From an optimization exercise on the open Yosys and OpenROAD flow, aimed at small area; shortcuts taken in it are not production practice.
The RTL was checked by simulation tests, not by an equivalence proof against the original design.
The flow treats the clock pin as an ideal source. Dropping or thinning the clock tree relies on that and would not hold on a real chip.
No activity file was given, so power comes from the tool's default toggle rates.

Design controlx, start of the top module:
module controlx(
  input  wire        clk,
  input  wire [31:0] inp1, inp2,
  output wire [31:0] out,
  output wire        underflow,
  output wire        overflow
);
Settings: LEC_CHECK=0, CAP_MARGIN=20, CORE_MARGIN=2, CORE_UTILIZATION=75, SLEW_MARGIN=20, SYNTH_HIERARCHICAL=1, SYNTH_MINIMUM_KEEP_SIZE=0; clock period 10.0 ns.
standard.sh (not shown) runs the stock make flow with config.mk's settings and CLKGATE_MAP_FILE= SYNTH_SCRIPT=/design/flow/synth_recipe.tcl, a recipe that flattens the netlist after the stock synthesis.
==> flow/flow/run.sh <==
#!/bin/bash
# The standard layout, with the smallest buffer on the ports, a hand-built
# clock tree of four buf_6 cells (flow/cts_hook.tcl), and power recovery (downsizing) after
# global routing followed by another slew/capacitance repair.
set -euo pipefail
bash standard.sh \
  BUFFER_PORTS_ARGS="-buffer_cell sky130_fd_sc_hd__buf_1" \
  PRE_CTS_TCL="$PWD/flow/cts_hook.tcl" \
  RECOVER_POWER=100 \
  PRE_GLOBAL_ROUTE_TCL="$PWD/flow/grt_hook.tcl" \
  finish > make.log 2>&1
==> flow/flow/grt_hook.tcl <==
# Sourced before global routing. Power recovery (downsizing) is followed by a
# pass that tries each logic cell at smaller drive strengths of the same
# function, keeping a change only while timing, slew and capacitance stay met,
# and then by another slew/capacitance repair.
proc cell_area { name } {
  set m [[ord::get_db] findMaster $name]
  return [expr { [$m getWidth] * [$m getHeight] }]
}

proc downsize_logic_cells { } {
  set kept 0
  set slews [sta::max_slew_violation_count]
  set caps [sta::max_capacitance_violation_count]
  puts "downsize start: setup [sta::worst_slack -max] hold [sta::worst_slack -min] slew $slews cap $caps"
  foreach inst [get_cells *] {
    set cell [get_property $inst ref_name]
    if { [regexp {df|dl|tap|fill|decap|conb|clkbuf|buf_} $cell] } {
      continue
    }
    if { ![regexp {^(sky130_fd_sc_hd__[a-z0-9]+)_([0-9]+)$} $cell -> base size] } {
      continue
    }
    set cands {}
    foreach lc [get_lib_cells */${base}_*] {
      set name [get_name $lc]
      if { [regexp "^${base}_(\[0-9\]+)\$" $name -> s] && $s < $size
           && [cell_area $name] < [cell_area $cell] } {
        lappend cands [list $s $name]
      }
    }
    foreach c [lsort -integer -index 0 $cands] {
      replace_cell $inst [lindex $c 1]
      if { [sta::worst_slack -max] > 0.3 && [sta::worst_slack -min] > 0.05
           && [sta::max_slew_violation_count] <= $slews
           && [sta::max_capacitance_violation_count] <= $caps } {
        incr kept
        puts "downsized [get_name $inst] $cell -> [lindex $c 1]"
        break
      }
      replace_cell $inst $cell
    }
  }
  puts "downsized $kept cells"
}

proc recover_power_helper { } {
  if { $::env(RECOVER_POWER) == 0 } {
    return
  }
  log_cmd repair_timing -verbose -recover_power $::env(RECOVER_POWER) -match_cell_footprint
  downsize_logic_cells
  log_cmd repair_design -verbose -slew_margin $::env(SLEW_MARGIN) -cap_margin $::env(CAP_MARGIN) -match_cell_footprint
  log_cmd detailed_placement
}
Other scripts of this flow, unchanged in this note and not shown: flow/flow/cts_hook.tcl
Then changed:
--- a/flow/flow/grt_hook.tcl
+++ b/flow/flow/grt_hook.tcl
@@ -1,2 +1,3 @@
-# Sourced before global routing. Power recovery (downsizing) is followed by a
+# Sourced before global routing. Power recovery (downsizing) and a slew and
+# capacitance repair are followed by a
 # pass that tries each logic cell at smaller drive strengths of the same
@@ -16,3 +17,3 @@
     set cell [get_property $inst ref_name]
-    if { [regexp {df|dl|tap|fill|decap|conb|clkbuf|buf_} $cell] } {
+    if { [regexp {df|dl|tap|fill|decap|conb|clkbuf} $cell] || [string match input* [get_name $inst]] || [string match output* [get_name $inst]] || [string match clkbuf_leaf* [get_name $inst]] } {
       continue
@@ -50,2 +51,3 @@
   log_cmd repair_timing -verbose -recover_power $::env(RECOVER_POWER) -match_cell_footprint
+  log_cmd repair_design -verbose -slew_margin $::env(SLEW_MARGIN) -cap_margin $::env(CAP_MARGIN) -match_cell_footprint
   downsize_logic_cells
--- a/flow/config.mk
+++ b/flow/config.mk
@@ -9,3 +9,3 @@
 export CORE_MARGIN = 2
-export CORE_UTILIZATION = 75
+export CORE_UTILIZATION = 78
 export SLEW_MARGIN = 20
What happened:
- The new run ran to the end with no violations
- fmax came out lower by a few percent
- setup slack got worse by 0.36 ns
- global-route usage came out lower by 0.36 points
- core utilization came out higher by 1.9 points
- routed wire length came out higher by roughly a tenth
- clock power came out lower slightly
Then changed:
==> flow/flow/grt_hook.tcl (replaced) <==
# Sourced before global routing: after the power-recovery downsizing, repair
# slew and capacitance again, since downsizing does not look at them.
proc recover_power_helper { } {
  if { $::env(RECOVER_POWER) == 0 } {
    return
  }
  log_cmd repair_timing -verbose -recover_power $::env(RECOVER_POWER) -match_cell_footprint
  log_cmd repair_design -verbose -slew_margin $::env(SLEW_MARGIN) -cap_margin $::env(CAP_MARGIN) -match_cell_footprint
  log_cmd detailed_placement
}
--- a/flow/config.mk
+++ b/flow/config.mk
@@ -9,3 +9,3 @@
 export CORE_MARGIN = 2
-export CORE_UTILIZATION = 78
+export CORE_UTILIZATION = 75
 export SLEW_MARGIN = 20
Result: The changed run produced a clean layout; wire length drops by about 12%; maximum frequency climbs by 4.7%; setup slack gains 0.41 ns; hold slack loses 0.029 ns; via count drops by about 7%; sequential share of layout area drops by 0.36 points; cell count drops by about 0.32%; core utilization drops by 1.5 points; synthesized area does not change; sequential cell count is unchanged; synthesized cell count is unchanged.
Then changed:
==> flow/flow/grt_hook.tcl (replaced) <==
# Sourced before global routing. Power recovery (downsizing) is followed by a
# pass that tries each logic cell at smaller drive strengths of the same
# function, keeping a change only while timing, slew and capacitance stay met,
# and then by another slew/capacitance repair.
proc cell_area { name } {
  set m [[ord::get_db] findMaster $name]
  return [expr { [$m getWidth] * [$m getHeight] }]
}

proc downsize_logic_cells { } {
  set kept 0
  set slews [sta::max_slew_violation_count]
  set caps [sta::max_capacitance_violation_count]
  puts "downsize start: setup [sta::worst_slack -max] hold [sta::worst_slack -min] slew $slews cap $caps"
  foreach inst [get_cells *] {
    set cell [get_property $inst ref_name]
    if { [regexp {df|dl|tap|fill|decap|conb|clkbuf|buf_} $cell] } {
      continue
    }
    if { ![regexp {^(sky130_fd_sc_hd__[a-z0-9]+)_([0-9]+)$} $cell -> base size] } {
      continue
    }
    set cands {}
    foreach lc [get_lib_cells */${base}_*] {
      set name [get_name $lc]
      if { [regexp "^${base}_(\[0-9\]+)\$" $name -> s] && $s < $size
           && [cell_area $name] < [cell_area $cell] } {
        lappend cands [list $s $name]
      }
    }
    foreach c [lsort -integer -index 0 $cands] {
      replace_cell $inst [lindex $c 1]
      if { [sta::worst_slack -max] > 0.3 && [sta::worst_slack -min] > 0.05
           && [sta::max_slew_violation_count] <= $slews
           && [sta::max_capacitance_violation_count] <= $caps } {
        incr kept
        puts "downsized [get_name $inst] $cell -> [lindex $c 1]"
        break
      }
      replace_cell $inst $cell
    }
  }
  puts "downsized $kept cells"
}

proc recover_power_helper { } {
  if { $::env(RECOVER_POWER) == 0 } {
    return
  }
  log_cmd repair_timing -verbose -recover_power $::env(RECOVER_POWER) -match_cell_footprint
  downsize_logic_cells
  log_cmd repair_design -verbose -slew_margin $::env(SLEW_MARGIN) -cap_margin $::env(CAP_MARGIN) -match_cell_footprint
  log_cmd detailed_placement
}
--- a/flow/config.mk
+++ b/flow/config.mk
@@ -8,4 +8,7 @@
 export CAP_MARGIN = 20
+export CELL_PAD_IN_SITES_DETAIL_PLACEMENT = 0
+export CELL_PAD_IN_SITES_GLOBAL_PLACEMENT = 0
 export CORE_MARGIN = 2
-export CORE_UTILIZATION = 75
+export CORE_UTILIZATION = 80
+export PLACE_DENSITY = 0.85
 export SLEW_MARGIN = 20
=>
- The changed run never finished: it broke off in 3_5_place_dp
- synthesized cell count is unchanged
- synthesized area does not change
Then changed:
--- a/flow/config.mk
+++ b/flow/config.mk
@@ -11,4 +11,4 @@
 export CORE_MARGIN = 2
-export CORE_UTILIZATION = 80
-export PLACE_DENSITY = 0.85
+export CORE_UTILIZATION = 86
+export PLACE_DENSITY = 0.92
 export SLEW_MARGIN = 20
What happened:
- Now the flow ended with an error in 3_3_place_gp (GPL-0301)
- synthesized cell count is unchanged
- synthesized area is unchanged
The clock cells of the first, second and third runs of this note come from the design's own scripts or RTL, not from TritonCTS.

## what the ideal ports hide
No port has a modelled driver above. Below, the same layouts with a new extraction and two added sets of constraints.
Step 1, drivers: a clkbuf_16 drives clk and a buf_2 each remaining input, both assumed.
Step 2 also shifts input and output timing later by t, the mid clock arrival at the registers, as if the neighbouring blocks saw the same clock.
Three values: no drivers, after step 1, after step 2; two values: the first two.
| run | t (ns) | setup WS [ns] | worst setup path at the end |
|---|---|---|---|
| the first run | 0.178 | 1.395 / 1.374 / 1.374 | input to output |
| the second run | 0.178 | 1.030 / 1.009 / 1.009 | input to output |
| the third run | 0.178 | 1.436 / 1.416 / 1.416 | input to output |
After both steps every run listed still meets setup and hold.
